This is an optimization exercise on Yosys and OpenROAD, whose aim is small area, a short achievable clock period and few clock cycles per item, not a production implementation.
At most, simulation tests tie the RTL to the original design; equivalence was not proved.
Only the layout flow was run in run 2; the RTL was not checked for function there.
Power is estimated from default activity; no workload was simulated.

==> flow/design.v <==
module alu_top (
    input wire clk,
    input wire rst,
    input wire in_valid,
    output wire in_ready,
    input wire [2:0] opcode,
    input wire [31:0] a,
    input wire [31:0] b,
    output reg out_valid,
    output reg [31:0] result
);
    localparam K = 4;           
    localparam NCH = 32 / K;    
    localparam ADD = 3'd0, MUL = 3'd1, SUB = 3'd2, DIV = 3'd3,
               SHR = 3'd4, SHL = 3'd5, NOR = 3'd6, XOR = 3'd7;
    reg [31:0] A, B;
    reg [2:0]  op;
    reg        full;        
    reg        first;       
    reg        ready_q;     
    reg [5:0]  cnt;         
    assign in_ready = ready_q;
    function [5:0] nchunks(input [31:0] v);
        integer j;
        begin
            nchunks = 6'd0;
            for (j = 0; j < NCH; j = j + 1)
                if (|v[K*j +: K]) nchunks = j + 1;
        end
    endfunction
    wire is_mul = (op == MUL);
    wire is_div = (op == DIV);
    wire is_md  = is_mul | is_div;
    wire [5:0] cha = nchunks(A);
    wire [5:0] chb = nchunks(B);
    wire       b_zero = (chb == 6'd0);
    wire       swp   = first & is_mul & (chb < cha);
    wire [5:0] n_mul = swp ? chb : cha;
    wire [6:0] n_div = {1'b0, cha} - {1'b0, chb} + 7'd1;
    wire       div_short = n_div[6] | (n_div == 7'd0);    
    wire [5:0] n = is_mul ? n_mul : n_div[5:0];
    wire md_zero = is_mul ? (n_mul == 6'd0) : (is_div & ~b_zero & div_short);
    wire md_ones = is_div & b_zero;
    wire md_const = md_zero | md_ones;
    wire [5:0] r = is_md ? (n * K) :
                   (op == SHL) ? (6'd32 - {1'b0, B[4:0]}) : {1'b0, B[4:0]};
    wire [5:0] m = 6'd32 - r;
    wire [31:0] rin = swp ? B : A;
    wire [63:0] rr = {rin, rin} >> r[4:0];
    wire [31:0] rot = rr[31:0];
    reg  [31:0] low;
    integer i;
    always @(*) begin
        for (i = 0; i < 32; i = i + 1)
            low[i] = (i < m);
    end
    wire big = |B[31:5];
    wire [31:0] rot_lo = rot & low;
    wire [31:0] rot_hi = rot & ~low;
    wire [31:0] R0 = first ? rot_lo : result;
    wire [31:0] Q0 = first ? rot_hi : A;
    wire [31:0] D  = swp ? A : B;
    reg  [31:0] Rs, Qs;
    reg  [32:0] r2, y;
    reg  [33:0] s;
    integer k;
    always @(*) begin
        Rs = R0;
        Qs = Q0;
        for (k = 0; k < K; k = k + 1) begin
            r2 = {Rs, is_div & Qs[31]};
            y  = is_div ? {1'b1, ~D} : (Qs[31] ? {1'b0, D} : 33'd0);
            s  = {1'b0, r2} + {1'b0, y} + {33'd0, is_div};
            if (is_div) begin
                Rs = s[33] ? s[31:0] : r2[31:0];
                Qs = {Qs[30:0], s[33]};
            end else begin
                Rs = s[31:0];
                Qs = {Qs[30:0], 1'b0};
            end
        end
    end
    reg [31:0] simple;
    always @(*) begin
        case (op)
            ADD: simple = A + B;
            SUB: simple = A - B;
            SHR: simple = big ? 32'd0 : rot_lo;
            SHL: simple = big ? 32'd0 : rot_hi;
            NOR: simple = ~(A | B);
            default: simple = A ^ B;
        endcase
    end
    wire fin_first = ~is_md | md_const | (n == 6'd1);
    wire fin = full & (first ? fin_first : (cnt == 6'd0));
    wire fin_next = first ? (n == 6'd2) : (cnt == 6'd1);
    always @(posedge clk) begin
        if (ready_q) begin
            A  <= a;
            B  <= b;
            op <= opcode;
        end else begin
            A <= Qs;
            if (first & swp) B <= A;
        end
        if (full & ~first & is_md | full & first & is_md & ~md_const)
            result <= (fin & is_div) ? Qs : Rs;
        if (full & first & ~is_md)
            result <= simple;
        if (full & first & md_const)
            result <= md_ones ? 32'hFFFFFFFF : 32'd0;
        if (first) cnt <= n - 6'd2;
        else       cnt <= cnt - 6'd1;
        if (rst) begin
            full <= 1'b0;
            first <= 1'b0;
            ready_q <= 1'b1;
            out_valid <= 1'b0;
        end else begin
            out_valid <= fin;
            if (ready_q) begin
                full <= in_valid;
                first <= in_valid;
                ready_q <= ~in_valid | (opcode != MUL && opcode != DIV);
            end else begin
                full <= ~fin;
                first <= 1'b0;
                ready_q <= fin | fin_next;
            end
        end
    end
endmodule
==> flow/run.sh <==
#!/bin/bash
# synth_recipe.tcl (not shown) runs the flow's synth.tcl, then flattens the netlist and writes it again
# the make line also repeats each setting of config.mk as NAME=value (left out here)
make -C /OpenROAD-flow-scripts/flow DESIGN_CONFIG=/design/flow/config.mk WORK_HOME=/design/flow/orfs CLKGATE_MAP_FILE= SYNTH_SCRIPT=/design/flow/synth_recipe.tcl finish
==> flow/config.mk <==
export PLATFORM = sky130hd
export DESIGN_NAME = alu_top
export DESIGN_NICKNAME = alu_top
export VERILOG_FILES = /design/flow/design.v
export SDC_FILE = /design/flow/constraint.sdc
export NUM_CORES = 4
export LEC_CHECK = 0
export CAP_MARGIN = 20
export CORE_MARGIN = 2
export CORE_UTILIZATION = 40
export SLEW_MARGIN = 20
==> flow/constraint.sdc <==
create_clock -name core_clock -period 100.0 [get_ports {clk}]
set_input_delay 20.0000 -clock core_clock [delete_from_list [all_inputs] [get_ports {clk}]]
set_output_delay 20.0000 -clock core_clock [all_outputs]
set_load 0.01 [all_outputs]
==> results.sh, run 1 <==
export IMPL_final_cell_mix="o21ai_0, nand2_1, nor2_1"
export IMPL_cp_required_ns=100.28
export IMPL_cts_htree_levels=3
export IMPL_synth_edf_count=67
export IMPL_worstPathMaxFanout=62
export IMPL_wl_met2_um=48700
export IMPL_ctsResizeCount=0
export IMPL_arrival_ns=24.17
export IMPL_syn_inst=3186
export IMPL_syn_nets=3476
export IMPL_synthArstFlopShare_pct=0
export IMPL_hold_violations=0
export IMPL_initial_utilization_pct=40.3
export IMPL_worstSetupStartpoint="B[0]"
export IMPL_viasPerCell=6.77
export IMPL_post_route_util_pct=43.8
export IMPL_peakVddDrop_v=0.0000359
export IMPL_ys_seq_elements=109
export IMPL_synthMuxAreaShare_pct=10.3
export IMPL_dp_cells=3925
export IMPL_drive_gt1_share_pct=8.66
export IMPL_p_per_area_nw_per_um2=47.3
export IMPL_fin_area_um2=25100
export IMPL_synth_warnings=1
export IMPL_synth_area_top_cells="ha_1, edfxtp_1, o21ai_0"
export IMPL_ant_nets=0
export IMPL_max_slew_margin_pct=21.4
export IMPL_yosysTopAreaCellShare_pct=11.3
export IMPL_finalSetupTns_ns=0
export IMPL_antenna_found_initial=2
export IMPL_row_count=88
export IMPL_period_minus_slack_ns=23.90
export IMPL_cts_tree="yes"
export IMPL_die_x_um=244
export IMPL_totalWireLength_um=117000
export IMPL_r2r_cells=89
export IMPL_met3_length_um=13900
export IMPL_p_leak_uw=0.0106
export IMPL_rsz0062_at_grt="false"
export IMPL_slowest_stage="nor2_1"
export IMPL_syn_avg_cell_area_um2=7.25
export IMPL_vias=26700
export IMPL_cts_clk_slew_worst_paths_ns=0.09
export IMPL_holdCritPathClass="reg2reg"
export IMPL_yosysTopAreaCell="ha_1"
export IMPL_critPathLaunchType="flip-flop"
export IMPL_reg2reg_slack_ns=76.10
export IMPL_r2r_start="B[0]"
export IMPL_synth_top_family_by_area="compound AO/OA/AOI/OAI gates"
export IMPL_finalSetupViolCount=0
export IMPL_cts_buffers=9
export IMPL_dr_pass1_iters=8
export IMPL_drt_iter0_drc=3868
export IMPL_dieArea_um2=59700
export IMPL_post_route_drc_count=0
export IMPL_grt_max_degree=68
export IMPL_postCtsSetupBuffers=0
export IMPL_finalCritPeriodShare_pct=23.9
export IMPL_seq_area_frac_synth_pct=12.4
export IMPL_r2r_end="result[22]"
export IMPL_grt_pass1_vias=25200
export IMPL_synthAdderAreaFrac_pct=12.4
export IMPL_synth_compound_area_share_pct=31.0
export IMPL_wl_per_cell_um=29.8
export IMPL_ioPinCount=104
export IMPL_layout_commonest_cell="o21ai_0"
export IMPL_synthDistinctLibCells=112
export IMPL_status="finished clean"
export IMPL_clockBufferDepth=2
export IMPL_antenna_cells=0
export IMPL_track_usage_pct=38.2
export IMPL_clk_insertion_delay_late_ns=0.41
export IMPL_hpwl_um=92000
export IMPL_synthFlopType="edfxtp_1"
export IMPL_tightest_slew_ns=1.16
export IMPL_crit_type="reg2reg"
export IMPL_cts_root_buf="clkbuf_16"
export IMPL_place_area_um2=24900
export IMPL_wl_met1_um=47600
export IMPL_fmax_ghz=0.0418
export IMPL_fin_skew_ns=0.0150
export IMPL_stdcell_count=3941
export IMPL_die_h_um=244
export IMPL_synth_simple_gate_area_share_pct=20.4
export IMPL_endpoint="result[22]"
export IMPL_top_layer_used="met5"
export IMPL_critPathCaptureType="flip-flop"
export IMPL_syn2layout_area_growth_pct=8.82
export IMPL_gp_congestion=1.06
export IMPL_coreArea_um2=57400
export IMPL_nets=3461
export IMPL_io_buffers=103
export IMPL_cap_violations=0
export IMPL_grt_overflow=0
export IMPL_synth_xor_area_share_pct=7.49
export IMPL_cts_hold_buf=0
export IMPL_slew_viol_final=0
export IMPL_grt_pass1_wl_um=170000
export IMPL_max_stage_delay_ns=0.82
export IMPL_cts_sinks=109
export IMPL_synth_area_um2=23100
worst max-delay path, delay by kind of cell, from the launching register on:
family,cells,cell delay (ns)
and+or+nand+nor,14,3.90
buffers and inverters,9,1.97
DFF,1,0.52
AOI/OAI and AO/OA,53,13.26
muxes,4,1.07
xor gates and xnor gates,1,0.16
adders and majority gates,8,2.82
power breakdown:
group	total, uW	switching [uW]	internal [uW]
Sequential	95.5	18.4	77.1
Clock	38.6	21.5	17.1
Combinational	1050	635	418
Total	1190	675	513
cell families after synthesis:
logic type / Yosys count
xor gates and xnor gates: 195
and+or+nand+nor: 1003
adders and majority gates: 224
AOI/OAI and AO/OA: 1115
muxes: 192
DFF: 109
buffers and inverters: 348
how the worst min path moves through the flow:
stage,startpoint,endpoint,slack [ns],cells past startpoint
after floorplan,cnt[0],cnt[0],0.45,1
after global placement,cnt[0],cnt[0],0.47,1
after detailed placement,cnt[0],cnt[0],0.49,1
after CTS,cnt[0],cnt[0],0.52,1
after global routing,cnt[0],cnt[0],0.54,1
final,cnt[0],cnt[0],0.52,1
stage by stage:
| stage | worst slack [ns] | hold WS (ns) | power, uW |
|---|---|---|---|
| finish | 76.10 | 0.521 | 1190 |
| global route | 74.52 | 0.539 | 1260 |
| CTS | 76.96 | 0.516 | 1150 |
| detailed placement | 77.08 | 0.487 | 1110 |
| global placement | 77.47 | 0.467 | 1100 |
| floorplan | 79.48 | 0.453 | 819 |
routing by layer:
metal,vias up,global-route usage (%)
met5,-,0
li1,11700,-
met1,12700,50.7
met2,1880,56.7
met3,337,9.53
met4,2,20.2
state kept, by name (all words and copies together), names as in the netlist:
name / flops
A: 32
B: 32
cnt: 6
first: 1
full: 1
op: 3
out_valid: 1
ready_q: 1
result: 32
cell usage after synthesis (all sizes together) (17+ instances only):
cell type,instances
a211oi,39
a21o,71
a21oi,246
a22o,17
a31oi,35
and3,23
buf,54
clkbuf,145
dfxtp,42
edfxtp,67
ha,209
inv,144
mux2,61
mux2i,104
mux4,27
nand2,339
nand2b,55
nand3,67
nor2,261
nor2b,27
nor3,103
nor4,27
o211ai,43
o21a,39
o21ai,354
o22ai,66
o31ai,33
or2,21
or3,24
xnor2,139
xor2,56
area by class of cell:
class	instances	area [um2]
fill	5924	32200
clock inverter	7	47.5
inverter	149	559
timing repair buffer	173	1560
sequential	109	2860
multi-input combinational	2729	18900
clock buffer	9	225
tap	765	957
Testbench counts, summed over its fixed seeds: cycles 98,907, ops 64,000.
==> inputs of run 2 (changes only) <==
--- a/flow/design.v
+++ b/flow/design.v
@@ -20,8 +20,8 @@
     reg        ready_q;     
-    reg [5:0]  cnt;         
+    reg [3:0]  cnt;         
     assign in_ready = ready_q;
-    function [5:0] nchunks(input [31:0] v);
+    function [3:0] nchunks(input [31:0] v);
         integer j;
         begin
-            nchunks = 6'd0;
+            nchunks = 4'd0;
             for (j = 0; j < NCH; j = j + 1)
@@ -33,11 +33,11 @@
     wire is_md  = is_mul | is_div;
-    wire [5:0] cha = nchunks(A);
-    wire [5:0] chb = nchunks(B);
-    wire       b_zero = (chb == 6'd0);
+    wire [3:0] cha = nchunks(A);
+    wire [3:0] chb = nchunks(B);
+    wire       b_zero = (chb == 4'd0);
     wire       swp   = first & is_mul & (chb < cha);
-    wire [5:0] n_mul = swp ? chb : cha;
-    wire [6:0] n_div = {1'b0, cha} - {1'b0, chb} + 7'd1;
-    wire       div_short = n_div[6] | (n_div == 7'd0);    
-    wire [5:0] n = is_mul ? n_mul : n_div[5:0];
-    wire md_zero = is_mul ? (n_mul == 6'd0) : (is_div & ~b_zero & div_short);
+    wire [3:0] n_mul = swp ? chb : cha;
+    wire [4:0] n_div = {1'b0, cha} - {1'b0, chb} + 5'd1;
+    wire       div_short = n_div[4] | (n_div == 5'd0);    
+    wire [3:0] n = is_mul ? n_mul : n_div[3:0];
+    wire md_zero = is_mul ? (n_mul == 4'd0) : (is_div & ~b_zero & div_short);
     wire md_ones = is_div & b_zero;
@@ -93,5 +93,5 @@
     end
-    wire fin_first = ~is_md | md_const | (n == 6'd1);
-    wire fin = full & (first ? fin_first : (cnt == 6'd0));
-    wire fin_next = first ? (n == 6'd2) : (cnt == 6'd1);
+    wire fin_first = ~is_md | md_const | (n == 4'd1);
+    wire fin = full & (first ? fin_first : (cnt == 4'd0));
+    wire fin_next = first ? (n == 4'd2) : (cnt == 4'd1);
     always @(posedge clk) begin
@@ -111,4 +111,4 @@
             result <= md_ones ? 32'hFFFFFFFF : 32'd0;
-        if (first) cnt <= n - 6'd2;
-        else       cnt <= cnt - 6'd1;
+        if (first) cnt <= n - 4'd2;
+        else       cnt <= cnt - 4'd1;
         if (rst) begin
==> run 2 against run 1 <==
Effect of this change: largest cell class unchanged; power is 10% lower; non-clock buffer count is 7 lower; combinational power is 11% lower; wire length is 6.2% lower.
==> results.sh, run 2 <==
export IMPL_status="finished clean"
export IMPL_hpwl_um=87700
export IMPL_cts_htree_levels=3
export IMPL_ys_seq_elements=107
export IMPL_cap_violations=0
export IMPL_cp_required_ns=100.14
export IMPL_period_minus_slack_ns=23.43
export IMPL_gp_congestion=1.03
export IMPL_postCtsSetupBuffers=0
export IMPL_syn_inst=3192
export IMPL_slew_viol_final=0
export IMPL_synth_most_common_cell="o21ai_0"
export IMPL_final_cell_mix="o21ai_0, nand2_1, a21oi_1"
export IMPL_post_route_drc_count=0
export IMPL_critPathLaunchType="flip-flop"
export IMPL_dieArea_um2=58500
export IMPL_initial_utilization_pct=40.3
export IMPL_cts_tree="yes"
export IMPL_cts_root_buf="clkbuf_16"
export IMPL_synth_area_um2=22600
export IMPL_clk_insertion_delay_late_ns=0.40
export IMPL_syn_avg_cell_area_um2=7.09
export IMPL_fin_area_um2=24600
export IMPL_worstPathMaxFanout=25
export IMPL_arrival_ns=23.57
export IMPL_row_count=87
export IMPL_drt_iter0_drc=3347
export IMPL_cts_hold_buf=0
export IMPL_rsz0062_at_grt="false"
export IMPL_synthDistinctLibCells=111
export IMPL_place_area_um2=24300
export IMPL_grt_max_degree=68
export IMPL_totalWireLength_um=110000
export IMPL_hold_violations=0
export IMPL_dr_pass1_iters=6
export IMPL_grt_overflow=0
export IMPL_max_slew_margin_pct=10.8
export IMPL_track_usage_pct=36.3
export IMPL_fin_skew_ns=0.0121
export IMPL_hold_path_depth=1
export IMPL_cts_clk_slew_worst_paths_ns=0.08
export IMPL_die_x_um=242
export IMPL_grt_pass1_wl_um=161000
export IMPL_io_buffers=103
export IMPL_fillers=5905
export IMPL_crit_type="reg2reg"
export IMPL_finalSetupTns_ns=0
export IMPL_p_leak_uw=0.0106
export IMPL_max_stage_delay_ns=0.83
export IMPL_synthFlopType="edfxtp_1"
export IMPL_viasPerCell=6.60
export IMPL_synthTopCellsByCount="o21ai_0, nand2_1, a21oi_1"
export IMPL_synth_edf_count=67
export IMPL_seq_area_frac_synth_pct=12.4
export IMPL_synth_warnings=1
export IMPL_layout_commonest_cell="o21ai_0"
export IMPL_ant_nets=0
export IMPL_peakVddDrop_v=0.0000432
export IMPL_wl_per_cell_um=28.0
export IMPL_tightest_slew_ns=1.33
export IMPL_fmax_ghz=0.0427
export IMPL_holdWs_ns=0.516
export IMPL_yosysTopAreaCell="ha_1"
export IMPL_r2r_cells=83
export IMPL_coreArea_um2=56200
export IMPL_antenna_found_initial=3
export IMPL_syn_nets=3481
export IMPL_cts_buffers=9
export IMPL_p_per_area_nw_per_um2=43.3
export IMPL_finalSetupViolCount=0
export IMPL_holdCritPathClass="reg2reg"
export IMPL_finalCritPeriodShare_pct=23.4
export IMPL_die_h_um=242
export IMPL_ctsResizeCount=0
export IMPL_drive_gt1_share_pct=6.82
export IMPL_syn2layout_area_growth_pct=8.80
export IMPL_crit_top_cell="a21oi_1"
export IMPL_top_regs="A (32), B (32), result (32)"
export IMPL_synthArstFlopShare_pct=0
export IMPL_grt_pass1_vias=24500
export IMPL_yosysTopAreaCellShare_pct=11.5
export IMPL_nets=3453
export IMPL_p_total_uw=1070
export IMPL_synth_area_top_cells="ha_1, edfxtp_1, o21ai_0"
export IMPL_critPathCaptureType="flip-flop"
export IMPL_slowest_stage="nor4_2"
export IMPL_ioPinCount=104
export IMPL_cts_sinks=107
export IMPL_vias=25900
export IMPL_clockBufferDepth=2
==> run 2: worst paths after layout <==
path                            startpoint         end  slack [ns]
worst max-delay path                 A[18]  result[19]       76.57
worst min-delay path                cnt[0]      cnt[0]        0.52
worst max register to register       A[18]  result[19]       76.57
worst min register to register      cnt[0]      cnt[0]        0.52
==> run 2: logic make-up after synthesis <==
group,count (synthesis),synth area share (%)
AOI/OAI and AO/OA,1139,31.4
xor gates and xnor gates,178,6.88
adders and majority gates,221,12.5
buffers and inverters,414,7.13
DFF,107,12.4
muxes,206,10.3
and+or+nand+nor,927,19.3
==> run 2: final cells by class <==
cell class / count / area, um2 / area share (%)
Antenna cell: 5 / 12.5 / 0.0508
Tap cell: 756 / 946 / 3.84
Inverter: 209 / 785 / 3.18
Sequential cell: 107 / 2820 / 11.4
Timing Repair Buffer: 166 / 1500 / 6.09
Multi-Input combinational cell: 2671 / 18300 / 74.2
Clock buffer: 10 / 239 / 0.970
Clock inverter: 6 / 45.0 / 0.183
==> run 2: per-stage QoR <==
step | worst slack (ns) | cells | utilization, %
after CTS | 77.18 | 3924 | 43.8
after floorplan | 79.46 | 3192 | -
after global placement | 77.69 | 3908 | 43.3
after global routing | 75.14 | 3925 | 43.8
after detailed placement | 77.34 | 3908 | 43.3
final | 76.57 | 3930 | 43.9
==> run 2: metal layers <==
layer | global-route usage (%) | vias to the layer above | share of wire [%]
met3 | 7.24 | 330 | 10
li1 | - | 11600 | -
met2 | 55.4 | 1695 | 43
met1 | 48.1 | 12300 | 41
met5 | 0 | - | 0.016
met4 | 20.0 | 2 | 6.3
==> run 2: critical path: cells and delay by family (launching register included) <==
family | cells | cell delay [ns]
compound gates | 49 | 13.40
flops | 1 | 0.47
simple gates | 17 | 4.41
mux | 2 | 0.79
fa+ha+maj | 6 | 2.01
xor+xnor | 1 | 0.22
buf+inv | 8 | 1.80
==> run 2: where the power goes <==
| part | total (uW) | internal (uW) | switching, uW |
|---|---|---|---|
| registers | 94.1 | 75.6 | 18.5 |
| clock network | 38.3 | 17.9 | 20.4 |
| logic | 934 | 385 | 549 |
==> inputs of run 3 (changes only) <==
==> flow/design.v (replaced) <==
module alu_top (
    input wire clk,
    input wire rst,
    input wire in_valid,
    output wire in_ready,
    input wire [2:0] opcode,
    input wire [31:0] a,
    input wire [31:0] b,
    output reg out_valid,
    output reg [31:0] result
);
    localparam K = 4;           
    localparam NCH = 32 / K;    
    localparam ADD = 3'd0, MUL = 3'd1, SUB = 3'd2, DIV = 3'd3,
               SHR = 3'd4, SHL = 3'd5, NOR = 3'd6, XOR = 3'd7;
    reg [31:0] A, B;
    reg [2:0]  op;
    reg        full;        
    reg        first;       
    reg        ready_q;     
    reg [5:0]  cnt;         
    assign in_ready = ready_q;
    function [5:0] nchunks(input [31:0] v);
        integer j;
        begin
            nchunks = 6'd0;
            for (j = 0; j < NCH; j = j + 1)
                if (|v[K*j +: K]) nchunks = j + 1;
        end
    endfunction
    function [33:0] add33(input [32:0] x, input [32:0] y, input ci);
        integer i, l;
        reg [33:0] g, p, g2, p2;
        begin
            g = {x & y, ci};
            p = {x ^ y, 1'b0};
            for (l = 1; l < 34; l = l * 2) begin
                g2 = g;
                p2 = p;
                for (i = 0; i < 34; i = i + 1)
                    if ((i / l) % 2 == 1) begin
                        g2[i] = g[i] | (p[i] & g[(i / l) * l - 1]);
                        p2[i] = p[i] & p[(i / l) * l - 1];
                    end
                g = g2;
                p = p2;
            end
            add33 = {g[33], (x ^ y) ^ g[32:0]};
        end
    endfunction
    wire is_mul = (op == MUL);
    wire is_div = (op == DIV);
    wire is_md  = is_mul | is_div;
    wire is_as  = (op == ADD) | (op == SUB);
    wire [5:0] cha = nchunks(A);
    wire [5:0] chb = nchunks(B);
    wire       b_zero = (chb == 6'd0);
    wire       swp   = first & is_mul & (chb < cha);
    wire [5:0] n_mul = swp ? chb : cha;
    wire [6:0] n_dd  = {1'b0, cha} - {1'b0, chb};
    wire [5:0] n_div = b_zero ? NCH : (n_dd[6] ? 6'd1 : n_dd[5:0] + 6'd1);
    wire [5:0] n = is_mul ? n_mul : n_div;
    wire [5:0] r = is_md ? (n * K) :
                   (op == SHL) ? (6'd32 - {1'b0, B[4:0]}) :
                   (op == SHR) ? {1'b0, B[4:0]} : K;
    wire [5:0] m = 6'd32 - r;
    wire [31:0] rin = swp ? B : A;
    wire [63:0] rr = {rin, rin} >> r[4:0];
    wire [31:0] rot = rr[31:0];
    reg  [31:0] low;
    integer i;
    always @(*) begin
        for (i = 0; i < 32; i = i + 1)
            low[i] = (i < m);
    end
    wire [31:0] rot_lo = rot & low;
    wire [31:0] rot_hi = rot & ~low;
    wire inv = is_div | (op == SUB);
    wire [31:0] R0 = first ? rot_lo : result;
    wire [31:0] Q0 = first ? rot_hi : A;
    wire [31:0] D  = swp ? A : B;
    reg  [31:0] Rs, Qs;
    reg  [32:0] r2, y;
    reg  [33:0] s;
    reg         en;
    integer k;
    always @(*) begin
        Rs = R0;
        Qs = Q0;
        for (k = 0; k < K; k = k + 1) begin
            en = is_mul ? Qs[31] : (is_div | (k == K - 1));
            r2 = {Rs, ~is_mul & Qs[31]};
            y  = en ? ({1'b0, D} ^ {33{inv}}) : 33'd0;
            s  = add33(r2, y, inv & en);
            Rs = (is_div & ~s[33]) ? r2[31:0] : s[31:0];
            Qs = {Qs[30:0], is_div & s[33]};
        end
    end
    wire fin_first = ~is_md | (n <= 6'd1);
    wire fin = full & (first ? fin_first : (cnt == 6'd0));
    wire fin_next = first ? (n == 6'd2) : (cnt == 6'd1);
    wire big = |B[31:5];
    reg [31:0] misc;
    always @(*) begin
        case (op[1:0])
            2'b00: misc = big ? 32'd0 : rot_lo;     
            2'b01: misc = big ? 32'd0 : rot_hi;     
            2'b10: misc = ~(A | B);                 
            default: misc = A ^ B;                  
        endcase
    end
    always @(posedge clk) begin
        if (ready_q) begin
            A  <= a;
            B  <= b;
            op <= opcode;
        end else begin
            A <= Qs;
            if (swp) B <= A;
        end
        result <= (is_div & fin) ? Qs : (op[2] ? misc : Rs);
        if (first) cnt <= n - 6'd2;
        else       cnt <= cnt - 6'd1;
        if (rst) begin
            full <= 1'b0;
            first <= 1'b0;
            ready_q <= 1'b1;
            out_valid <= 1'b0;
        end else begin
            out_valid <= fin;
            if (ready_q) begin
                full <= in_valid;
                first <= in_valid;
                ready_q <= ~in_valid | (opcode != MUL && opcode != DIV) |
                           (opcode == MUL && (~|a[31:K] || ~|b[31:K]));
            end else begin
                full <= ~fin;
                first <= 1'b0;
                ready_q <= fin | fin_next;
            end
        end
    end
endmodule
--- a/flow/config.mk
+++ b/flow/config.mk
@@ -7,2 +7,3 @@
 export LEC_CHECK = 0
+export ABC_AREA = 1
 export CAP_MARGIN = 20
==> run 3 against run 2 <==
Effect of this change: final cell count shrank 2.6%; register-to-register slack gained 1.9 ns; non-clock buffer count shrank 28; clock skew grew 0.0056 ns; sequential cell count grew 2; design area shrank 18%; power shrank 52%; sequential share of layout area shrank 0.43 points; count of clock-buffer cells in the layout grew 1; still clean; setup slack gained 1.7 ns; via count shrank 18%; utilization grew 0.27 points.
==> results.sh, run 3 <==
export IMPL_seq_area_frac_synth_pct=11.9
export IMPL_dr_pass1_iters=8
export IMPL_final_cell_mix="nand2_1, inv_1, nand3_1"
export IMPL_top_regs="A (32), B (32), result (32)"
export IMPL_ctsResizeCount=0
export IMPL_antenna_found_initial=1
export IMPL_coreArea_um2=45600
export IMPL_crit_family="simple AND/OR/NAND/NOR gates"
export IMPL_grt_pass1_vias=20000
export IMPL_rsz0062_at_grt="false"
export IMPL_hpwl_um=63700
export IMPL_cts_clk_slew_worst_paths_ns=0.07
export IMPL_vias=21300
export IMPL_post_route_drc_count=0
export IMPL_synth_simple_gate_area_share_pct=38.7
export IMPL_ioPinCount=104
export IMPL_max_slew_margin_pct=29.3
export IMPL_max_stage_delay_ns=0.63
export IMPL_initial_utilization_pct=40.7
export IMPL_layout_commonest_cell="nand2_1"
export IMPL_path_buf_inv=1
export IMPL_gp_congestion=0.972
export IMPL_synthTopCellsByCount="nand2_1, inv_1, nand3_1"
export IMPL_row_count=78
export IMPL_ys_seq_elements=109
export IMPL_synth_area_top_cells="nand2_1, ha_1, dfxtp_1"
export IMPL_synth_xor_area_share_pct=5.53
export IMPL_critPathLaunchType="primary input"
export IMPL_synth_compound_area_share_pct=17.7
export IMPL_antenna_cells=0
export IMPL_worstPathMaxFanout=2
export IMPL_cts_buffers=9
export IMPL_critPathCaptureType="flip-flop"
export IMPL_cts_root_buf="clkbuf_16"
export IMPL_cts_hold_buf=0
export IMPL_p_per_area_nw_per_um2=25.6
export IMPL_finalSetupTns_ns=0
export IMPL_cap_violations=0
export IMPL_die_h_um=219
export IMPL_track_usage_pct=33.0
export IMPL_grt_overflow=0
export IMPL_fmax_ghz=0.0460
export IMPL_syn_avg_cell_area_um2=5.74
export IMPL_holdWs_ns=0.533
export IMPL_synth_area_um2=18500
export IMPL_hold_violations=0
export IMPL_slew_viol_final=0
export IMPL_finalCritPeriodShare_pct=21.7
export IMPL_cts_htree_levels=3
export IMPL_syn_inst=3230
export IMPL_slowest_stage="nor4_1"
export IMPL_dieArea_um2=48100
export IMPL_postCtsSetupBuffers=0
export IMPL_peakVddDrop_v=0.0000213
export IMPL_worstHoldStart="cnt[3]"
export IMPL_synthMuxAreaShare_pct=0.162
export IMPL_drt_iter0_drc=2161
export IMPL_grt_max_degree=99
export IMPL_synth_top_family_by_area="simple AND/OR/NAND/NOR gates"
export IMPL_status="finished clean"
export IMPL_period_minus_slack_ns=21.73
export IMPL_p_leak_uw=0.0105
export IMPL_path_cells="clkdlybuf4s50_1, nor4_1, nand4_1, o22ai_1, a21oi_1, a41oi_1"
export IMPL_totalWireLength_um=79600
export IMPL_synthDistinctLibCells=58
export IMPL_die_x_um=219
export IMPL_clockBufferDepth=2
export IMPL_cts_tree="yes"
export IMPL_finalSetupViolCount=0
export IMPL_wl_per_cell_um=20.8
export IMPL_synth_most_common_cell="nand2_1"
export IMPL_nets=3487
export IMPL_synthArstFlopShare_pct=0
export IMPL_fin_skew_ns=0.0177
export IMPL_holdCritPathClass="reg2reg"
export IMPL_r2r_start="A[9]"
export IMPL_synth_warnings=1
export IMPL_synthAdderAreaFrac_pct=13.9
export IMPL_syn2layout_area_growth_pct=8.48
export IMPL_cp_required_ns=100.32
export IMPL_syn_nets=3493
export IMPL_io_buffers=103
export IMPL_cts_sinks=109
export IMPL_tightest_slew_ns=1.05
export IMPL_synthFlopType="dfxtp_1"
export IMPL_synth_edf_count=3
export IMPL_crit_type="in2reg"
export IMPL_grt_pass1_wl_um=120000
export IMPL_clk_insertion_delay_late_ns=0.41
export IMPL_yosysTopAreaCellShare_pct=19.8
export IMPL_viasPerCell=5.56
export IMPL_drive_gt1_share_pct=5.79
export IMPL_ant_nets=0
export IMPL_arrival_ns=22.04
export IMPL_yosysTopAreaCell="nand2_1"
export IMPL_worstSetupStartpoint="b[18]"
## run 3: cell types whose count changed after synthesis, sizes merged, moves of 103 or more
cell / change
xnor2: -103
a21oi: -115
nand2: +698
inv: +168
nand3: +214
mux2i: -142
## run 3: cells by family after synthesis
family          Yosys count
fa+ha+maj               193
compound gates          591
buf+inv                 536
simple gates           1681
mux                       3
xor+xnor                117
flops                   109
## run 3: area by class of cell
cell class	count	area, um2
multi-input combinational	2585	14100
sequential	109	2210
clock inverter	4	48.8
fill	5095	25500
inverter	381	1440
clock buffer	11	243
tap	600	751
timing repair buffer	138	1310
## run 3: report_power, final
part	switching [uW]	leakage (uW)	total [uW]	internal [uW]
registers	8.60	0.000923	63.4	54.8
clock network	19.7	0.000146	39.7	20.0
logic	259	0.00944	411	152
## run 3: metrics by stage
stage / cells / util [%] / area (um2) / setup WS (ns) / total power (uW)
3_5_place_dp: 3812 / 43.4 / 19800 / 78.01 / 469
3_3_place_gp: 3812 / 43.4 / 19800 / 78.03 / 463
4_1_cts: 3827 / 44.1 / 20100 / 78.42 / 511
6_report: 3828 / 44.1 / 20100 / 78.27 / 514
5_1_grt: 3828 / 44.1 / 20100 / 76.81 / 566
2_1_floorplan: 3230 / - / 18500 / 79.21 / 357
## run 3: worst min-delay path: cells and delay by family (launching register included)
family          cells  cell delay [ns]
compound gates      1             0.08
simple gates        1             0.08
flops               1             0.33
## run 3: layer usage
layer	up-vias	share of wire, %	global-route usage [%]
li1	10500	-	-
met1	9817	45	45.1
met2	826	44	52.0
met3	157	6.8	3.73
met4	0	4.9	14.7
met5	-	0	0
## run 3: path summary, 6_finish.rpt
path | endpoint | slack [ns] | cells past startpoint
worst min register to register | cnt[3] | 0.53 | 2
worst max-delay path | ready_q | 78.27 | 6
worst max register to register | result[15] | 78.51 | 119
worst min-delay path | cnt[3] | 0.53 | 2
Testbench counts of run 3, summed over its fixed seeds: cycles 97,820, ops 64,000.
==> inputs of run 4 (changes only) <==
--- a/flow/design.v
+++ b/flow/design.v
@@ -30,3 +30,3 @@
     endfunction
-    function [33:0] add33(input [32:0] x, input [32:0] y, input ci);
+    function [33:0] add33(input [32:0] x, input [32:0] y, input ci, input kill);
         integer i, l;
@@ -34,3 +34,3 @@
         begin
-            g = {x & y, ci};
+            g = {x & y & {33{~kill}}, ci & ~kill};
             p = {x ^ y, 1'b0};
@@ -64,3 +64,3 @@
                    (op == SHL) ? (6'd32 - {1'b0, B[4:0]}) :
-                   (op == SHR) ? {1'b0, B[4:0]} : K;
+                   (op == SHR) ? {1'b0, B[4:0]} : K;    
     wire [5:0] m = 6'd32 - r;
@@ -84,3 +84,4 @@
     reg  [33:0] s;
-    reg         en;
+    reg         en, kl;
+    wire is_xor = (op == XOR);
     integer k;
@@ -91,5 +92,6 @@
             en = is_mul ? Qs[31] : (is_div | (k == K - 1));
+            kl = is_xor & (k == K - 1);
             r2 = {Rs, ~is_mul & Qs[31]};
             y  = en ? ({1'b0, D} ^ {33{inv}}) : 33'd0;
-            s  = add33(r2, y, inv & en);
+            s  = add33(r2, y, inv & en, kl);
             Rs = (is_div & ~s[33]) ? r2[31:0] : s[31:0];
@@ -108,5 +110,14 @@
             2'b10: misc = ~(A | B);                 
-            default: misc = A ^ B;                  
+            default: misc = ~(A | B);               
         endcase
     end
+    reg [NCH-1:0] anz, tb;
+    integer j;
+    always @(*) begin
+        for (j = 0; j < NCH; j = j + 1)
+            anz[j] = |a[K*j +: K];
+        for (j = 0; j < NCH; j = j + 1)
+            tb[j] = |(b >> (K*j));
+    end
+    wire div_fast = tb[0] & &(~anz | tb);
     always @(posedge clk) begin
@@ -120,3 +131,3 @@
         end
-        result <= (is_div & fin) ? Qs : (op[2] ? misc : Rs);
+        result <= (is_div & fin) ? Qs : ((op[2] & ~is_xor) ? misc : Rs);
         if (first) cnt <= n - 6'd2;
@@ -134,3 +145,4 @@
                 ready_q <= ~in_valid | (opcode != MUL && opcode != DIV) |
-                           (opcode == MUL && (~|a[31:K] || ~|b[31:K]));
+                           (opcode == MUL && (~|a[31:K] || ~|b[31:K])) |
+                           (opcode == DIV && div_fast);
             end else begin
==> run 4 against run 3 <==
Effect of this change: via count fell by 1.3%; design area fell by 3.2%; final cell count fell by 2.1%; synthesized area fell by 3.6%; wire length fell by 1.6%; fmax fell by 1.3%; sequential power rose by 6.3%; sequential share of layout area rose by 0.39 points; register-to-register slack got worse by 0.28 ns; critical path type unchanged.
==> results.sh, run 4 <==
export IMPL_synth_edf_count=3
export IMPL_crit_type="in2reg"
export IMPL_seq_area_frac_synth_pct=12.4
export IMPL_status="finished clean"
export IMPL_track_usage_pct=33.0
export IMPL_critPathLaunchType="primary input"
export IMPL_grt_pass1_vias=19700
export IMPL_vias=21000
export IMPL_finalWorstSetupSlack_ns=77.98
export IMPL_die_h_um=215
export IMPL_gp_congestion=0.979
export IMPL_p_per_area_nw_per_um2=27.1
export IMPL_dr_pass1_iters=8
export IMPL_p_leak_uw=0.0101
export IMPL_cts_buffers=9
export IMPL_use_met2_pct=54.9
export IMPL_clk_insertion_delay_late_ns=0.40
export IMPL_cts_clk_slew_worst_paths_ns=0.08
export IMPL_syn2layout_area_growth_pct=8.89
export IMPL_period_minus_slack_ns=22.02
export IMPL_holdWs_ns=0.484
export IMPL_cap_violations=0
export IMPL_hold_path_end="cnt[0]"
export IMPL_ioPinCount=104
export IMPL_ant_nets=0
export IMPL_finalCritPeriodShare_pct=22.0
export IMPL_fin_skew_ns=0.0248
export IMPL_syn_nets=3381
export IMPL_viasPerCell=5.61
export IMPL_nets=3378
export IMPL_die_x_um=215
export IMPL_finalSetupTns_ns=0
export IMPL_postCtsSetupBuffers=0
export IMPL_rsz0062_at_grt="false"
export IMPL_initial_utilization_pct=40.5
export IMPL_fmax_ghz=0.0454
export IMPL_synth_warnings=1
export IMPL_ys_seq_elements=109
export IMPL_reg2reg_slack_ns=78.23
export IMPL_synthArstFlopShare_pct=0
export IMPL_tightest_slew_ns=1.04
export IMPL_place_ws_ns=77.53
export IMPL_gr_max_usage_layer="met2"
export IMPL_grt_pass1_wl_um=117000
export IMPL_cts_hold_buf=0
export IMPL_finalSetupViolCount=0
export IMPL_totalWireLength_um=78300
export IMPL_ctsResizeCount=0
export IMPL_hpwl_um=63200
export IMPL_r2r_start="A[29]"
export IMPL_antenna_found_initial=0
export IMPL_wl_per_cell_um=20.9
export IMPL_final_cell_mix="nand2_1, nand3_1, inv_1"
export IMPL_synth_most_common_cell="nand2_1"
export IMPL_synthFlopType="dfxtp_1"
export IMPL_hold_violations=0
export IMPL_arrival_ns=22.35
export IMPL_dieArea_um2=46400
export IMPL_synthTopCellsByCount="nand2_1, nand3_1, inv_1"
export IMPL_coreArea_um2=44100
export IMPL_grt_overflow=0
export IMPL_synth_area_um2=17900
export IMPL_r2r_end="result[27]"
export IMPL_layout_commonest_cell="nand2_1"
export IMPL_grt_use_met1_pct=42.2
export IMPL_syn_avg_cell_area_um2=5.68
export IMPL_holdCritPathClass="reg2reg"
export IMPL_clockBufferDepth=2
export IMPL_top_regs="A (32), B (32), result (32)"
export IMPL_met3_usage_pct=4.68
export IMPL_grt_max_degree=106
export IMPL_cts_root_buf="clkbuf_16"
export IMPL_drive_gt1_share_pct=5.14
export IMPL_slew_viol_final=0
export IMPL_yosysTopAreaCell="nand2_1"
export IMPL_cts_sinks=109
export IMPL_worstPathMaxFanout=2
export IMPL_row_count=77
export IMPL_post_route_drc_count=0
export IMPL_yosysTopAreaCellShare_pct=19.9
export IMPL_io_buffers=103
export IMPL_cts_htree_levels=3
export IMPL_r2r_cells=110
export IMPL_critPathCaptureType="flip-flop"
export IMPL_cp_required_ns=100.33
export IMPL_post_route_util_pct=44.1
export IMPL_synth_area_top_cells="nand2_1, dfxtp_1, ha_1"
export IMPL_drt_iter0_drc=2029
export IMPL_hold_path_depth=1
export IMPL_syn_inst=3149
export IMPL_cts_tree="yes"
export IMPL_synthDistinctLibCells=65
export IMPL_max_slew_margin_pct=30.1
export IMPL_worstHoldStart="cnt[0]"
export IMPL_peakVddDrop_v=0.0000154
-- run 4: cell types whose count changed after synthesis, moves of 11 or more --
cell     delta
and2_1     +11
o21ai_0    -25
inv_1      -14
or2_2      +14
a31oi_1    +18
a21oi_1    -27
o21ai_2    -25
nor2_1     -59
nand3_1    +80
nand2_1    -27
ha_1       -26
o21ai_1    +17
-- run 4: cell type report --
class / count / area, um2
clock inverters: 4 / 31.3
inverters: 367 / 1380
well taps: 592 / 741
flip-flops and latches: 109 / 2220
clock buffers: 12 / 236
diodes: 3 / 7.51
multi-input cells: 2529 / 13600
fillers: 4901 / 24700
repair buffers: 130 / 1230
-- run 4: report_power, final --
part           switching, uW  total, uW  internal, uW
combinational            263        424           161
sequential              12.2       67.4          55.2
clock                   19.1       36.3          17.2
-- run 4: kinds of logic (layout without fill, tap and decap cells) --
family          after synthesis  in the layout  synth area share, %
buf+inv                     511            513                 11.6
xor+xnor                    119            119                 5.83
other cells                   0              3                    0
compound gates              548            548                 16.9
fa+ha+maj                   162            162                 12.1
mux                           3              3                0.168
flops                       109            109                 12.4
simple gates               1697           1697                 41.1
-- run 4: metal layers --
metal,part of all wire (%),up-vias
li1,-,10300
met1,42,9712
met2,45,849
met3,7.3,145
met4,5.2,0
met5,0,-
-- run 4: metrics by stage --
step / area, um2 / power [uW] / cells
2_1_floorplan: 17900 / 370 / 3149
3_3_place_gp: 19200 / 478 / 3727
3_5_place_dp: 19200 / 485 / 3727
4_1_cts: 19500 / 523 / 3743
5_1_grt: 19500 / 579 / 3743
6_report: 19500 / 528 / 3746
-- run 4: worst max-delay path by stage --
stage / from / end / slack [ns] / cells after the start
after CTS: a[7] / ready_q / 77.92 / 8
after global placement: a[7] / ready_q / 77.60 / 8
after global routing: A[29] / result[25] / 76.46 / 110
after detailed placement: a[7] / ready_q / 77.53 / 8
final: a[11] / ready_q / 77.98 / 8
after floorplan: b[1] / ready_q / 78.83 / 7
-- run 4: critical path, stage by stage --
cell and delay [ns]:
clkdlybuf4s50_1 0.44, nor4_1 0.90, inv_1 0.11, o2111ai_1 0.25, a31oi_1 0.10, o41ai_1 0.34
o21ai_0 0.14, inv_1 0.07
Testbench counts of run 4, summed over its fixed seeds: cycles 93,116, ops 64,000.
==> inputs of run 5 (changes only) <==
--- a/flow/design.v
+++ b/flow/design.v
@@ -19,4 +19,7 @@
     reg        first;       
-    reg        ready_q;     
+    reg        ready_c;     
+    reg        ready_f;     
+    wire       ready_q = ready_c | ready_f;
     reg [5:0]  cnt;         
+    reg        swp_q;       
     assign in_ready = ready_q;
@@ -57,3 +60,3 @@
     wire       b_zero = (chb == 6'd0);
-    wire       swp   = first & is_mul & (chb < cha);
+    wire       swp   = first & is_mul & swp_q;
     wire [5:0] n_mul = swp ? chb : cha;
@@ -67,4 +70,11 @@
     wire [31:0] rin = swp ? B : A;
-    wire [63:0] rr = {rin, rin} >> r[4:0];
-    wire [31:0] rot = rr[31:0];
+    reg  [31:0] rot;
+    always @(*) begin
+        rot = rin;
+        if (r[0]) rot = {rot[0], rot[31:1]};
+        if (r[1]) rot = {rot[1:0], rot[31:2]};
+        if (r[2]) rot = {rot[3:0], rot[31:4]};
+        if (r[3]) rot = {rot[7:0], rot[31:8]};
+        if (r[4]) rot = {rot[15:0], rot[31:16]};
+    end
     reg  [31:0] low;
@@ -121,3 +131,4 @@
     end
-    wire div_fast = tb[0] & &(~anz | tb);
+    wire b_fewer = |(anz & ~tb);
+    wire div_fast = tb[0] & ~b_fewer;
     always @(posedge clk) begin
@@ -127,2 +138,3 @@
             op <= opcode;
+            swp_q <= b_fewer;
         end else begin
@@ -137,3 +149,4 @@
             first <= 1'b0;
-            ready_q <= 1'b1;
+            ready_c <= 1'b1;
+            ready_f <= 1'b0;
             out_valid <= 1'b0;
@@ -144,4 +157,4 @@
                 first <= in_valid;
-                ready_q <= ~in_valid | (opcode != MUL && opcode != DIV) |
-                           (opcode == MUL && (~|a[31:K] || ~|b[31:K])) |
+                ready_c <= ~in_valid | (opcode != MUL && opcode != DIV);
+                ready_f <= (opcode == MUL && (~|a[31:K] || ~|b[31:K])) |
                            (opcode == DIV && div_fast);
@@ -150,3 +163,4 @@
                 first <= 1'b0;
-                ready_q <= fin | fin_next;
+                ready_c <= fin | fin_next;
+                ready_f <= 1'b0;
             end
==> run 5 against run 4 <==
Effect of this change: register-to-register slack gained 0.86 ns; critical path depth grew 7; power grew 1.8%; hold slack gained 0.0081 ns; sequential share of layout area grew 0.12 points; synthesized cell count grew 0.89%; clock power grew 18%; non-clock buffer count grew 2; sequential power shrank 3%; largest power group unchanged; highest routed layer unchanged.
==> results.sh, run 5 <==
export IMPL_status="finished clean"
export IMPL_tightest_slew_ns=1.05
export IMPL_critPathCaptureType="flip-flop"
export IMPL_hpwl_um=66000
export IMPL_peakVddDrop_v=0.0000133
export IMPL_cts_sinks=111
export IMPL_arrival_ns=22.73
export IMPL_finalCritPeriodShare_pct=22.5
export IMPL_slew_viol_final=0
export IMPL_cp_required_ns=100.27
export IMPL_grt_overflow=0
export IMPL_synthArstFlopShare_pct=0
export IMPL_cts_root_buf="clkbuf_16"
export IMPL_cts_clk_slew_worst_paths_ns=0.08
export IMPL_dr_pass1_iters=5
export IMPL_io_buffers=103
export IMPL_totalWireLength_um=81000
export IMPL_grt_use_met1_pct=43.9
export IMPL_place_area_um2=19300
export IMPL_synth_area_top_cells="nand2_1, dfxtp_1, ha_1"
export IMPL_crit_type="in2reg"
export IMPL_top_regs="A (32), B (32), result (32)"
export IMPL_use_met2_pct=56.4
export IMPL_max_stage_delay_ns=0.42
export IMPL_p_per_area_nw_per_um2=27.3
export IMPL_place_ws_ns=77.24
export IMPL_crit_top_cell="nand2_1"
export IMPL_grt_pass1_wl_um=121000
export IMPL_clk_insertion_delay_late_ns=0.39
export IMPL_track_usage_pct=34.4
export IMPL_met3_usage_pct=4.61
export IMPL_cts_buffers=9
export IMPL_antenna_found_initial=0
export IMPL_max_slew_margin_pct=29.7
export IMPL_nets=3408
export IMPL_synth_edf_count=4
export IMPL_post_route_drc_count=0
export IMPL_clockBufferDepth=2
export IMPL_syn_avg_cell_area_um2=5.64
export IMPL_grt_max_degree=94
export IMPL_syn_nets=3408
export IMPL_dieArea_um2=46500
export IMPL_cts_hold_buf=0
export IMPL_row_count=77
export IMPL_fin_area_um2=19700
export IMPL_initial_utilization_pct=40.5
export IMPL_worstPathMaxFanout=3
export IMPL_ioPinCount=104
export IMPL_coreArea_um2=44200
export IMPL_fmax_ghz=0.0445
export IMPL_finalSetupTns_ns=0
export IMPL_path_cells="clkdlybuf4s50_1, nor4_1, nand2_1, nor3_1, nand3_1, nor3_1, nand2_1, nor2_1, nand2_1, a21oi_1, a2111oi_0, nand2_1, a21oi_1, nand3_1, a211oi_1"
export IMPL_viasPerCell=5.64
export IMPL_holdCritPathClass="reg2reg"
export IMPL_cap_violations=0
export IMPL_rsz0062_at_grt="false"
export IMPL_p_leak_uw=0.0102
export IMPL_syn2layout_area_growth_pct=9.69
export IMPL_postCtsSetupBuffers=0
export IMPL_critPathLaunchType="primary input"
export IMPL_syn_inst=3177
export IMPL_finalWorstSetupSlack_ns=77.54
export IMPL_ys_seq_elements=111
export IMPL_vias=21300
export IMPL_seq_area_frac_synth_pct=12.6
export IMPL_synth_area_um2=17900
export IMPL_final_cell_mix="nand2_1, inv_1, nand3_1"
export IMPL_grt_pass1_vias=20200
export IMPL_gp_congestion=1.02
export IMPL_synthFlopType="dfxtp_1"
export IMPL_drt_iter0_drc=2000
export IMPL_fin_skew_ns=0.0125
export IMPL_die_x_um=216
export IMPL_ctsResizeCount=0
export IMPL_drive_gt1_share_pct=4.71
export IMPL_synth_warnings=1
export IMPL_synthTopCellsByCount="nand2_1, inv_1, nand3_1"
export IMPL_period_minus_slack_ns=22.46
export IMPL_path_buf_inv=1
export IMPL_synthDistinctLibCells=56
export IMPL_slowest_stage="clkdlybuf4s50_1"
export IMPL_gr_max_usage_layer="met2"
export IMPL_hold_violations=0
export IMPL_wl_per_cell_um=21.5
export IMPL_yosysTopAreaCellShare_pct=20.8
export IMPL_synth_most_common_cell="nand2_1"
export IMPL_finalSetupViolCount=0
export IMPL_crit_family="simple AND/OR/NAND/NOR gates"
export IMPL_antenna_cells=0
export IMPL_yosysTopAreaCell="nand2_1"
export IMPL_ant_nets=0
export IMPL_cts_htree_levels=3
export IMPL_die_h_um=216
export IMPL_cts_tree="yes"
export IMPL_layout_commonest_cell="nand2_1"
[run 5: logic make-up (layout without fill, tap and decap cells)]
group	Yosys count	count (layout)	share of synthesized area, %
simple gates	1701	1701	40.9
compound gates	570	570	17.4
buf+inv	510	515	11.0
fa+ha+maj	161	161	11.9
xor+xnor	111	111	5.42
flops	111	111	12.6
mux	13	13	0.726
[run 5: final cells by class]
cell class | count | area, um2
fill | 4930 | 24600
multi-input combinational | 2556 | 13700
sequential | 111 | 2270
inverter | 367 | 1380
timing repair buffer | 132 | 1250
tap | 592 | 741
clock buffer | 10 | 229
clock inverter | 6 | 92.6
[run 5: power by group]
part	leakage (uW)	switching (uW)	internal, uW
Clock	0.000157	20.4	22.3
Combinational	0.00905	270	159
Sequential	0.000945	9.80	55.9
Total	0.0102	300	237
[run 5: path summary, 6_finish.rpt]
check	endpoint	depth (start not counted)	slack [ns]	startpoint
worst max-delay path	ready_f	15	77.54	b[30]
worst min-delay path	cnt[0]	1	0.49	cnt[0]
worst max register to register	result[29]	111	79.09	B[0]
worst min register to register	cnt[0]	1	0.49	cnt[0]
[run 5: metal layers]
layer	share of wire, %	up-vias
li1	-	10400
met1	42	9823
met2	45	884
met3	7.0	172
met4	6.0	0
met5	0	-
[run 5: worst register-to-register path, delay by kind of cell (launching register included)]
kind | cells | cell delay (ns)
compound gates | 18 | 4.11
fa+ha+maj | 8 | 2.38
buf+inv | 18 | 4.56
flops | 1 | 0.36
simple gates | 67 | 9.40
[run 5: metrics by stage]
step / power, uW / utilization [%] / cells / hold slack (ns)
floorplan: 366 / - / 3177 / 0.440
global placement: 483 / 43.7 / 3758 / 0.465
detailed placement: 489 / 43.7 / 3758 / 0.472
CTS: 533 / 44.5 / 3774 / 0.484
global route: 590 / 44.5 / 3774 / 0.515
finish: 537 / 44.5 / 3774 / 0.492
Testbench counts of run 5, summed over its fixed seeds: cycles 93,116, ops 64,000.
==> inputs of run 6 (changes only) <==
==> flow/flow/run.sh (new file) <==
#!/bin/bash
# Standard layout, with buf_2 cells as the port buffers (instead of the
# delay buffer buffer_ports picks by default).
cp standard.sh standard_copy.log 2>/dev/null
export BUFFER_PORTS_ARGS="-buffer_cell sky130_fd_sc_hd__buf_2"
bash standard.sh > standard.log 2>&1
==> flow/standard.sh (new file) <==
#!/bin/bash
# synth_recipe.tcl (not shown) runs the flow's synth.tcl, then flattens the netlist and writes it again
# the make line also repeats each setting of config.mk as NAME=value (left out here)
make -C /OpenROAD-flow-scripts/flow DESIGN_CONFIG=/design/flow/config.mk WORK_HOME=/design/flow/orfs CLKGATE_MAP_FILE= SYNTH_SCRIPT=/design/flow/synth_recipe.tcl "${@:-finish}"
--- a/flow/config.mk
+++ b/flow/config.mk
@@ -10,3 +10,3 @@
 export CORE_MARGIN = 2
-export CORE_UTILIZATION = 40
+export CORE_UTILIZATION = 30
 export SLEW_MARGIN = 20
removed: flow/run.sh
==> run 6 against run 5 <==
Effect of this change: hold slack worse by 0.0071 ns; final cell count up 4.8%; via count down 2.1%; combinational power down 5.6%; critical path depth unchanged; clock power about the same; global-route usage down 11 points; clock skew up 0.0023 ns; sequential power up 3.8%; wire length down 7.8%; first-iteration DRC count up 2.9%; critical path type unchanged; critical endpoint unchanged; largest power group unchanged.
==> results.sh, run 6 <==
export IMPL_die_h_um=248
export IMPL_yosysTopAreaCell="nand2_1"
export IMPL_layout_commonest_cell="nand2_1"
export IMPL_ctsResizeCount=0
export IMPL_synth_edf_count=4
export IMPL_final_cell_mix="nand2_1, inv_1, nand3_1"
export IMPL_p_total_uw=516
export IMPL_status="finished clean"
export IMPL_wl_per_cell_um=18.9
export IMPL_cts_htree_levels=3
export IMPL_ys_seq_elements=111
export IMPL_coreArea_um2=59000
export IMPL_arrival_ns=22.44
export IMPL_p_leak_uw=0.0102
export IMPL_synth_area_top_cells="nand2_1, dfxtp_1, ha_1"
export IMPL_vias=20900
export IMPL_fmax_ghz=0.0451
export IMPL_grt_overflow=0
export IMPL_critPathLaunchType="primary input"
export IMPL_syn_avg_cell_area_um2=5.64
export IMPL_finalCritPeriodShare_pct=22.2
export IMPL_dr_pass1_iters=8
export IMPL_grt_pass1_wl_um=114000
export IMPL_crit_type="in2reg"
export IMPL_cts_clk_slew_worst_paths_ns=0.08
export IMPL_p_per_area_nw_per_um2=26.6
export IMPL_cts_hold_buf=0
export IMPL_io_buffers=103
export IMPL_fillers=6816
export IMPL_row_count=89
export IMPL_synth_warnings=1
export IMPL_cts_sinks=111
export IMPL_dieArea_um2=61700
export IMPL_antenna_found_initial=0
export IMPL_cts_root_buf="clkbuf_16"
export IMPL_initial_utilization_pct=30.4
export IMPL_ant_nets=0
export IMPL_synthFlopType="dfxtp_1"
export IMPL_fin_skew_ns=0.0148
export IMPL_syn2layout_area_growth_pct=8.14
export IMPL_synth_area_um2=17900
export IMPL_tightest_slew_ns=1.14
export IMPL_antenna_cells=0
export IMPL_synth_most_common_cell="nand2_1"
export IMPL_top_regs="A (32), B (32), result (32)"
export IMPL_peakVddDrop_v=0.0000121
export IMPL_cp_required_ns=100.28
export IMPL_hpwl_um=60400
export IMPL_hold_violations=0
export IMPL_holdWs_ns=0.485
export IMPL_critPathCaptureType="flip-flop"
export IMPL_ioPinCount=104
export IMPL_synthDistinctLibCells=56
export IMPL_postCtsSetupBuffers=0
export IMPL_cts_tree="yes"
export IMPL_nets=3408
export IMPL_seq_area_frac_synth_pct=12.6
export IMPL_grt_max_degree=121
export IMPL_syn_inst=3177
export IMPL_rsz0062_at_grt="false"
export IMPL_drive_gt1_share_pct=8.01
export IMPL_gp_congestion=1.04
export IMPL_track_usage_pct=23.6
export IMPL_die_x_um=248
export IMPL_viasPerCell=5.27
export IMPL_period_minus_slack_ns=22.16
export IMPL_post_route_drc_count=0
export IMPL_clockBufferDepth=2
export IMPL_worstPathMaxFanout=3
export IMPL_totalWireLength_um=74700
export IMPL_slew_viol_final=0
export IMPL_cts_buffers=9
export IMPL_grt_pass1_vias=19400
export IMPL_holdCritPathClass="reg2reg"
export IMPL_syn_nets=3408
export IMPL_max_slew_margin_pct=24.1
export IMPL_drt_iter0_drc=2058
export IMPL_synthTopCellsByCount="nand2_1, inv_1, nand3_1"
export IMPL_cap_violations=0
export IMPL_finalSetupViolCount=0
export IMPL_finalSetupTns_ns=0
export IMPL_yosysTopAreaCellShare_pct=20.8
export IMPL_clk_insertion_delay_late_ns=0.40
export IMPL_synthArstFlopShare_pct=0
==> run 6: where the power goes <==
group	switching [uW]	internal [uW]	total, uW
Clock	20.2	22.3	42.5
Sequential	12.2	55.9	68.2
Combinational	254	151	405
==> run 6: path summary, 6_finish.rpt <==
check          from          to  slack (ns)  cells past startpoint
max reg2reg    B[0]  result[19]       79.21                    117
max           b[30]     ready_f       77.84                     15
min          cnt[0]      cnt[0]        0.49                      1
min reg2reg  cnt[0]      cnt[0]        0.49                      1
==> run 6: metal layers <==
layer | vias up | part of all wire [%] | GRT usage (%)
met2 | 844 | 43 | 37.0
met4 | 0 | 5.7 | 11.7
met5 | - | 0 | 0
li1 | 10400 | - | -
met3 | 159 | 8.0 | 3.51
met1 | 9447 | 44 | 31.5
==> run 6: layout make-up <==
type / instances / area (um2) / share of cell area, %
Clock buffer: 9 / 225 / 1.16
Inverter: 367 / 1380 / 7.11
Sequential cell: 111 / 2270 / 11.7
Multi-Input combinational cell: 2556 / 13700 / 70.7
Tap cell: 773 / 967 / 4.99
Timing Repair Buffer: 132 / 733 / 3.78
Clock inverter: 7 / 104 / 0.536
==> run 6: worst max-delay path, stage by stage <==
cell and delay [ns]:
buf_2 0.10, nor4_1 0.40, nand2_1 0.08, nor3_1 0.31, nand3_1 0.18, nor3_1 0.35
nand2_1 0.13, nor2_1 0.18, nand2_1 0.08, a21oi_1 0.18, a2111oi_0 0.09, nand2_1 0.12
a21oi_1 0.05, nand3_1 0.11, a211oi_1 0.06
==> run 6: metrics by stage <==
stage	util (%)	setup slack (ns)	instances	area, um2
after global placement	32.3	77.56	3939	19100
final	32.9	77.84	3955	19400
after global routing	32.9	77.51	3955	19400
after detailed placement	32.3	77.49	3939	19100
after CTS	32.9	77.91	3955	19400
after floorplan	-	78.26	3177	17900
==> run 6: cell families (layout without fill, tap and decap cells) <==
group | after synthesis | count (layout) | synth area share [%]
AOI/OAI and AO/OA | 570 | 570 | 17.4
xor gates and xnor gates | 111 | 111 | 5.42
adders and majority gates | 161 | 161 | 11.9
buffers and inverters | 510 | 515 | 11.0
DFF | 111 | 111 | 12.6
muxes | 13 | 13 | 0.726
and+or+nand+nor | 1701 | 1701 | 40.9
==> inputs of run 7 (changes only) <==
--- a/flow/config.mk
+++ b/flow/config.mk
@@ -10,3 +10,3 @@
 export CORE_MARGIN = 2
-export CORE_UTILIZATION = 30
+export CORE_UTILIZATION = 55
 export SLEW_MARGIN = 20
==> run 7 against run 6 <==
Effect of this change: still clean; wire length grew 0.24%; hold slack gained 0.011 ns; synthesized area is the same; first-iteration DRC count grew 27%; critical path depth shrank 12; clock power shrank 3%; utilization grew 26 points; critical endpoint is now in_ready; largest cell class unchanged.
==> results.sh, run 7 <==
export IMPL_hold_violations=0
export IMPL_wl_per_cell_um=20.7
export IMPL_cts_clk_slew_worst_paths_ns=0.07
export IMPL_layout_commonest_cell="nand2_1"
export IMPL_synthFlopType="dfxtp_1"
export IMPL_io_buffers=103
export IMPL_synth_edf_count=4
export IMPL_post_route_util_pct=58.7
export IMPL_fmax_ghz=0.0439
export IMPL_grt_pass1_wl_um=113000
export IMPL_coreArea_um2=32300
export IMPL_drt_iter0_drc=2620
export IMPL_grt_pass1_vias=20100
export IMPL_cts_htree_levels=3
export IMPL_critPathCaptureType="output port"
export IMPL_top_regs="A (32), B (32), result (32)"
export IMPL_crit_family="buffers and inverters"
export IMPL_cts_hold_buf=0
export IMPL_synthTopCellsByCount="nand2_1, inv_1, nand3_1"
export IMPL_ys_seq_elements=111
export IMPL_ctsResizeCount=0
export IMPL_holdCritPathClass="reg2reg"
export IMPL_dieArea_um2=34100
export IMPL_path_cells="nor2_1, clkinv_2, buf_2"
export IMPL_tightest_slew_ns=1.18
export IMPL_synthDistinctLibCells=56
export IMPL_peakVddDrop_v=0.0000168
export IMPL_antenna_found_initial=1
export IMPL_max_stage_delay_ns=0.96
export IMPL_cts_root_buf="clkbuf_16"
export IMPL_ff_latch_area_um2=2270
export IMPL_max_slew_margin_pct=20.6
export IMPL_path_buf_inv=2
export IMPL_syn_nets=3408
export IMPL_p_per_area_nw_per_um2=27.7
export IMPL_clockBufferDepth=2
export IMPL_die_h_um=185
export IMPL_die_x_um=185
export IMPL_status="finished clean"
export IMPL_clk_insertion_delay_late_ns=0.39
export IMPL_cts_buffers=9
export IMPL_cts_tree="yes"
export IMPL_final_cell_mix="nand2_1, inv_1, nand3_1"
export IMPL_totalWireLength_um=74900
export IMPL_dr_pass1_iters=8
export IMPL_drive_gt1_share_pct=7.89
export IMPL_synth_most_common_cell="nand2_1"
export IMPL_worstPathMaxFanout=68
export IMPL_cap_violations=0
export IMPL_arrival_ns=2.76
export IMPL_period_minus_slack_ns=22.76
export IMPL_grt_overflow=0
export IMPL_yosysTopAreaCellShare_pct=20.8
export IMPL_fillers=3334
export IMPL_synth_area_top_cells="nand2_1, dfxtp_1, ha_1"
export IMPL_multi_input_area_um2=13700
export IMPL_seq_area_frac_synth_pct=12.6
export IMPL_syn_avg_cell_area_um2=5.64
export IMPL_yosysTopAreaCell="nand2_1"
export IMPL_syn_inst=3177
export IMPL_ant_nets=0
export IMPL_fin_skew_ns=0.0198
export IMPL_fin_area_um2=18900
export IMPL_synth_warnings=1
export IMPL_p_leak_uw=0.0102
export IMPL_slew_viol_final=0
export IMPL_post_route_drc_count=0
export IMPL_rsz0062_at_grt="false"
export IMPL_postCtsSetupBuffers=0
export IMPL_place_area_um2=18600
export IMPL_grt_max_degree=123
export IMPL_holdWs_ns=0.497
export IMPL_finalCritPeriodShare_pct=22.8
export IMPL_finalSetupTns_ns=0
export IMPL_nets=3406
export IMPL_syn2layout_area_growth_pct=5.68
export IMPL_hpwl_um=59200
export IMPL_initial_utilization_pct=55.5
export IMPL_row_count=66
export IMPL_cts_sinks=111
export IMPL_track_usage_pct=43.7
export IMPL_antenna_cells=0
export IMPL_viasPerCell=6.08
export IMPL_gp_congestion=1.08
export IMPL_synthArstFlopShare_pct=0
export IMPL_slowest_stage="clkinv_2"
export IMPL_vias=22000
export IMPL_synth_area_um2=17900
export IMPL_finalSetupViolCount=0
export IMPL_crit_type="reg2out"
export IMPL_ioPinCount=104
export IMPL_cp_required_ns=80.00
export IMPL_critPathLaunchType="flip-flop"
==> run 7: cell counts after synthesis <==
Identical to the previous run, type by type.
==> run 7: per-stage QoR <==
step,setup slack [ns],instances,power (uW)
final,77.24,3622,526
after global routing,77.10,3622,573
after CTS,77.30,3622,513
after detailed placement,77.52,3606,471
after global placement,77.64,3606,460
after floorplan,78.26,3177,366
==> run 7: worst reg2reg max path, delay by kind of cell (launching register included) <==
family | cells | cell delay [ns]
adder cells (fa/ha/maj) | 4 | 1.27
flip-flops | 1 | 0.32
AND/OR/NAND/NOR | 64 | 8.84
AO/OA/AOI/OAI | 17 | 4.71
buffers and inverters | 17 | 6.06
==> run 7: worst paths after layout <==
| path | from | slack [ns] | depth (start not counted) | endpoint |
|---|---|---|---|---|
| hold / removal | cnt[0] | 0.50 | 1 | cnt[0] |
| setup reg to reg | op[1] | 78.75 | 102 | result[26] |
| setup / recovery | ready_f | 77.24 | 3 | in_ready |
| hold reg to reg | cnt[0] | 0.50 | 1 | cnt[0] |
==> run 7: cells by family after synthesis <==
logic type	after synthesis	share of synthesized area, %
buffers and inverters	510	11.0
muxes	13	0.726
and+or+nand+nor	1701	40.9
xor gates and xnor gates	111	5.42
DFF	111	12.6
AOI/OAI and AO/OA	570	17.4
adders and majority gates	161	11.9
==> run 7: final cells by class <==
cell class                 count  area share (%)
clock inverter                 7           0.508
inverter                     367            7.28
timing repair buffer         130            3.79
multi-input combinational   2556            72.4
sequential                   111            12.0
clock buffer                   9            1.19
tap                          442            2.92
==> run 7: layer usage <==
layer	global-route usage [%]	vias up	wire (um)	share of wire, %
met5	0	-	0	0
met4	33.5	0	6610	8.8
met3	7.29	299	7880	11
met2	67.4	1346	31600	42
met1	54.3	9968	28800	38
li1	-	10400	-	-
==> run 7: report_power, final <==
| group | total, uW | internal [uW] | switching [uW] |
|---|---|---|---|
| clock network | 41.4 | 22.1 | 19.3 |
| logic | 419 | 151 | 268 |
| registers | 65.3 | 55.9 | 9.42 |

==> afterwards: timing with drivers on the ports <==
How much do the figures lean on ideal ports? The routed layouts below were timed once more, with nothing changed but the port constraints.
Step 1 assumes that a clkbuf_16 drives the clock port and a buf_2 every other input.
Step 2 times the ports against the registers' clock, not the clock port: input delays grow and output delays shrink by t, the midpoint of the rising clock arrivals with the driver on.
a / b / c = no drivers / after step 1 / after step 2; a / b = the first two.
| run | t (ns) | setup slack, ns | clock arrival spread, ns | worst register clock-pin slew, ns |
|---|---|---|---|---|
| run 1 | 0.455 | 76.104 / 76.104 / 76.104 | 0.015 / 0.015 | 0.09 / 0.09 |
| run 2 | 0.442 | 76.571 / 76.571 / 76.571 | 0.012 / 0.012 | 0.09 / 0.09 |
| run 3 | 0.451 | 78.272 / 78.292 / 77.841 | 0.018 / 0.018 | 0.09 / 0.09 |
| run 4 | 0.433 | 77.984 / 78.000 / 77.567 | 0.024 / 0.024 | 0.09 / 0.09 |
| run 5 | 0.435 | 77.537 / 77.556 / 77.120 | 0.013 / 0.013 | 0.09 / 0.09 |
| run 6 | 0.436 | 77.843 / 77.869 / 77.433 | 0.015 / 0.014 | 0.09 / 0.09 |
| run 7 | 0.431 | 77.236 / 77.187 / 77.345 | 0.020 / 0.020 | 0.09 / 0.09 |
After both steps setup and hold are still met in every run listed. For run 3, which loses most, drivers alone change the setup slack by +0.020 ns; drivers and shift together by -0.431 ns.
